This design comes from an exercise in tuning for small area on the open sky130 flow, not from production work. The RTL was checked by simulation tests, not by an equivalence proof against the original design.

==> run P: inputs <==
## pwm_top
module pwm_top #(
    parameter integer WIDTH = 16
)(
    input  wire              clk_psc_i,      
    input  wire              rst_n_i,        
    input  wire [7:0]        addr_i,
    input  wire [15:0]       wdata_i,
    output wire [15:0]       rdata_o,
    input  wire              wr_en_i,
    input  wire              rd_en_i,
    output wire              pwm_ch1_a_o, pwm_ch1_b_o,
    output wire              pwm_ch2_a_o, pwm_ch2_b_o,
    output wire              pwm_ch3_a_o, pwm_ch3_b_o,
    output wire              pwm_ch4_a_o, pwm_ch4_b_o,
    output wire              pwm_ch5_a_o, pwm_ch5_b_o,
    output wire              pwm_ch6_a_o, pwm_ch6_b_o,
    output wire              pwm_ch7_a_o, pwm_ch7_b_o,
    output wire              pwm_ch8_a_o, pwm_ch8_b_o
);
==> module pwm_counter, before the edit <==
module pwm_counter #(
    parameter integer CNT_WIDTH = 16
)(
    input  wire                 clk_psc_i,
    input  wire                 rst_n_i,
    input  wire                 ck_cnt_i,
    input  wire                 cnt_en_i,
    input  wire [CNT_WIDTH-1:0] arr_preload_i,
    output reg  [CNT_WIDTH-1:0] cnt_o,
    output reg                  overflow_o,
    output reg                  inc_o,         
    output wire                 cnt_hi_zero_o,  
    output reg                  updated_o       
);
    reg [CNT_WIDTH-1:0] arr_shadow_reg;
    wire wrap_w = (cnt_o[CNT_WIDTH-1:1] == arr_shadow_reg[CNT_WIDTH-1:1]) &
                  (cnt_o[0] | ~arr_shadow_reg[0]);
    assign cnt_hi_zero_o = (cnt_o[CNT_WIDTH-1:1] == {(CNT_WIDTH-1){1'b0}});
    always @(posedge clk_psc_i) begin
        if (!cnt_en_i || overflow_o)
            arr_shadow_reg <= arr_preload_i;
    end
    wire clr_w = ~cnt_en_i | (ck_cnt_i & wrap_w);
    always @(posedge clk_psc_i or negedge rst_n_i) begin
        if (!rst_n_i) begin
            cnt_o       <= {CNT_WIDTH{1'b0}};
            overflow_o  <= 1'b0;
        end else begin
            cnt_o       <= clr_w ? {CNT_WIDTH{1'b0}} : cnt_o + {{(CNT_WIDTH-1){1'b0}}, ck_cnt_i};
            overflow_o  <= cnt_en_i & ck_cnt_i & wrap_w;
        end
    end
    always @(posedge clk_psc_i or negedge rst_n_i) begin
        if (!rst_n_i)
            updated_o <= 1'b0;
        else if (overflow_o)
            updated_o <= 1'b1;
    end
    always @(posedge clk_psc_i)
        inc_o <= cnt_en_i & ck_cnt_i & ~wrap_w;
endmodule
==> module pwm_oc_deadtime, before the edit <==
module pwm_oc_deadtime #(
    parameter integer WIDTH = 8
)(
    input  wire              clk_psc_i,
    input  wire              rst_n_i,
    input  wire              update_event_i,
    input  wire              updated_i,        
    input  wire              pwm_in_i,
    input  wire [WIDTH-1:0]  dtg_preload_i,
    output wire              pwm_high_o,
    output wire              pwm_low_o
);
    reg [WIDTH-1:0] dtg_shadow_r;
    always @(posedge clk_psc_i) begin
        if (update_event_i)
            dtg_shadow_r <= dtg_preload_i;
    end
    reg [WIDTH-1:0] dt_counter_r;
    reg             pwm_in_dly_r;
    wire edge_w = (pwm_in_dly_r != pwm_in_i);
    reg lt_r;
    integer k;
    always @(*) begin
        lt_r = 1'b0;
        for (k = 0; k < WIDTH; k = k + 1)
            lt_r = dt_counter_r[k] ? (dtg_shadow_r[k] & lt_r) : (dtg_shadow_r[k] | lt_r);
    end
    wire more_w = updated_i & lt_r;
    always @(posedge clk_psc_i) begin
        if (edge_w && more_w)
            dt_counter_r <= dt_counter_r + 1'b1;
        else
            dt_counter_r <= {WIDTH{1'b0}};
    end
    always @(posedge clk_psc_i or negedge rst_n_i) begin
        if (!rst_n_i)
            pwm_in_dly_r <= 1'b0;
        else if (edge_w && !more_w)
            pwm_in_dly_r <= pwm_in_i;
    end
    assign pwm_high_o =  pwm_in_dly_r &  pwm_in_i;
    assign pwm_low_o  = ~(pwm_in_dly_r |  pwm_in_i);
endmodule
export LEC_CHECK = 0
export CAP_MARGIN = 20
export CORE_MARGIN = 2
export CORE_UTILIZATION = 70
export CTS_BUF_LIST = sky130_fd_sc_hd__clkbuf_16
export CTS_CLUSTER_DIAMETER = 80
export CTS_CLUSTER_SIZE = 24
export SLEW_MARGIN = 20
create_clock -name core_clock -period 10.0 [get_ports {clk_psc_i}]
standard.sh (not shown) runs the stock make flow with config.mk's settings and CLKGATE_MAP_FILE= SYNTH_SCRIPT=/design/flow/synth_recipe.tcl, a recipe that flattens the netlist after the stock synthesis.
==> flow/flow/run.sh <==
#!/bin/bash
# Own layout flow: the standard flow (standard.sh) with these changes:
#  1. synthesis maps the logic with an area-oriented ABC script (flow/abc_area.script)
#     instead of ORFS's; everything before ABC (including the flip-flop mapping) and
#     after it is ORFS's synthesis as synth_recipe.tcl runs it;
#  2. CTS runs without dummy loads;
#  3. the port buffers are buf_1 cells.
# Each tool's full output goes to a log file in this folder (run_*.log) and ORFS's logs.
set -euo pipefail
cd "$(dirname "$0")/.."
WORK=$PWD
mkdir -p "$WORK/myflow"

# synth.tcl with the ABC script swapped for ours
sed 's#^source $::env(SCRIPTS_DIR)/synth_preamble.tcl#source $::env(SCRIPTS_DIR)/synth_preamble.tcl\nset abc_args [lreplace $abc_args 1 1 '"$WORK"'/flow/abc_area.script]#' \
  "$FLOW_HOME/scripts/synth.tcl" > "$WORK/myflow/synth.tcl"
grep -q "flow/abc_area.script" "$WORK/myflow/synth.tcl"
sed 's#source $::env(SCRIPTS_DIR)/synth.tcl#source '"$WORK"'/myflow/synth.tcl#' \
  "$WORK/synth_recipe.tcl" > "$WORK/myflow/synth_recipe.tcl"
grep -q "myflow/synth.tcl" "$WORK/myflow/synth_recipe.tcl"

# standard.sh with our synthesis script, CTS arguments and port buffer cell
CTS_ARGS="-sink_clustering_enable -repair_clock_nets -dont_use_dummy_load -sink_clustering_size 24 -sink_clustering_max_diameter 80 -buf_list sky130_fd_sc_hd__clkbuf_16"
BPA="-buffer_cell sky130_fd_sc_hd__buf_1"
sed -e "s#SYNTH_SCRIPT=[^ ]*synth_recipe.tcl#SYNTH_SCRIPT=$WORK/myflow/synth_recipe.tcl 'CTS_ARGS=$CTS_ARGS' 'BUFFER_PORTS_ARGS=$BPA'#" \
  "$WORK/standard.sh" > "$WORK/myflow/standard.sh"
grep -q "myflow/synth_recipe.tcl" "$WORK/myflow/standard.sh"

bash "$WORK/myflow/standard.sh" > "$WORK/run_standard.log" 2>&1
==> flow/flow/abc_area.script <==
strash
dch -f
amap
strash
dch -f
amap
strash
dch -f
amap
topo
stime -c
buffer -c
upsize -c
dnsize -c
==> run A (differences from run P) <==
--- a/flow/design.v
+++ b/flow/design.v
@@ -53,12 +53,21 @@
             arr_shadow_reg <= arr_preload_i;
     end
-    wire clr_w = ~cnt_en_i | (ck_cnt_i & wrap_w);
     always @(posedge clk_psc_i or negedge rst_n_i) begin
         if (!rst_n_i) begin
             cnt_o       <= {CNT_WIDTH{1'b0}};
             overflow_o  <= 1'b0;
+        end else if (!cnt_en_i) begin
+            cnt_o       <= {CNT_WIDTH{1'b0}};
+            overflow_o  <= 1'b0;
+        end else if (ck_cnt_i) begin
+            if (wrap_w) begin
+                cnt_o       <= {CNT_WIDTH{1'b0}};
+                overflow_o  <= 1'b1;
+            end else begin
+                cnt_o       <= cnt_o + 1'b1;
+                overflow_o  <= 1'b0;
+            end
         end else begin
-            cnt_o       <= clr_w ? {CNT_WIDTH{1'b0}} : cnt_o + {{(CNT_WIDTH-1){1'b0}}, ck_cnt_i};
-            overflow_o  <= cnt_en_i & ck_cnt_i & wrap_w;
+            overflow_o <= 1'b0;
         end
     end
@@ -200,12 +209,5 @@
     reg             pwm_in_dly_r;
     wire edge_w = (pwm_in_dly_r != pwm_in_i);
-    reg lt_r;
-    integer k;
-    always @(*) begin
-        lt_r = 1'b0;
-        for (k = 0; k < WIDTH; k = k + 1)
-            lt_r = dt_counter_r[k] ? (dtg_shadow_r[k] & lt_r) : (dtg_shadow_r[k] | lt_r);
-    end
-    wire more_w = updated_i & lt_r;
+    wire more_w = updated_i & (dt_counter_r < dtg_shadow_r);
     always @(posedge clk_psc_i) begin
         if (edge_w && more_w)
==> flow/run.sh (new file) <==
#!/bin/bash
# synth_recipe.tcl (not shown) runs the flow's synth.tcl, then flattens the netlist and writes it again
# the make line also repeats each setting of config.mk as NAME=value (left out here)
make -C /OpenROAD-flow-scripts/flow DESIGN_CONFIG=/design/flow/config.mk WORK_HOME=/design/flow/orfs CLKGATE_MAP_FILE= SYNTH_SCRIPT=/design/flow/synth_recipe.tcl finish
--- a/flow/config.mk
+++ b/flow/config.mk
@@ -8,5 +8,5 @@
 export CAP_MARGIN = 20
 export CORE_MARGIN = 2
-export CORE_UTILIZATION = 70
+export CORE_UTILIZATION = 45
 export CTS_BUF_LIST = sky130_fd_sc_hd__clkbuf_16
 export CTS_CLUSTER_DIAMETER = 80
removed: flow/flow/run.sh
removed: flow/flow/abc_area.script
removed: flow/standard.sh
==> run F (differences from run P) <==
--- a/flow/config.mk
+++ b/flow/config.mk
@@ -8,5 +8,5 @@
 export CAP_MARGIN = 20
 export CORE_MARGIN = 2
-export CORE_UTILIZATION = 70
+export CORE_UTILIZATION = 62
 export CTS_BUF_LIST = sky130_fd_sc_hd__clkbuf_16
 export CTS_CLUSTER_DIAMETER = 80
==> summary.txt <==
quantity                                                          run F           run P           run A
Depth of the worst hold-timing path                                   0               0               1
Vertical die dimension                                           300 µm          283 µm          367 µm
GR met1 Demand/Resource                                           0.579           0.618           0.434
Number of ordinary inverters in the final layout                    417             417             122
Via count normalized by instance count                             7.06            7.41            6.14
Mux share of post-synthesis cell area                                 0               0           0.133
Clock latency (worst-skew pair)                                 0.65 ns         0.70 ns         0.75 ns
Non-clock buffer instance count of the final layout                 141             142             124
Final cycle utilization of the critical path                      0.794           0.796           0.869
Worst path bufs/invs                                                  3               4               4
Wire length of the first global-routing pass                  279000 µm       272000 µm       292000 µm
Number of cells in the design after placement                      5942            5829            6310
Simple-gate area share of the yosys netlist                       0.101           0.101          0.0924
Final critical-path setup slack                                 2.06 ns         2.04 ns         1.31 ns
Proportion of synthesized chip area in sequential cells           0.627           0.627           0.576
Post-synthesis adder-cell area fraction                          0.0101          0.0101          0.0203
Routed length on met2                                          82900 µm        81200 µm        90400 µm
CP max stage delay                                              0.73 ns         0.80 ns         0.95 ns
Result of the run                                        finished clean  finished clean  finished clean

[static timing again, ports no longer ideal]
Ports are ideal in the flow. The routed layouts listed here were re-timed in OpenROAD. Step 1 (the two cells are an assumption about what drives the block):
set clk [get_ports {clk_psc_i}]
set_driving_cell -lib_cell sky130_fd_sc_hd__clkbuf_16 $clk
set_driving_cell -lib_cell sky130_fd_sc_hd__buf_2 [delete_from_list [all_inputs] $clk]
Step 2 also shifts input and output timing later by t, the mid clock arrival at the registers, as if the neighbouring blocks saw the same clock. Three values: ideal ports, drivers, drivers and shift; two values: the first two.
run | shift t [ns] | setup slack, ns | clock arrival spread, ns | pins driven straight from the clock port
run P | 0.745 | 2.039 / 1.988 / 1.988 | 0.062 / 0.062 | 1
run A | 0.794 | 1.315 / 1.274 / 1.274 | 0.058 / 0.059 | 1
run F | 0.703 | 2.061 / 2.039 / 2.039 | 0.073 / 0.072 | 1
After both steps setup and hold are still met in every run listed. For run P, which loses most, drivers alone change the setup slack by -0.051 ns; drivers and shift together by -0.051 ns.
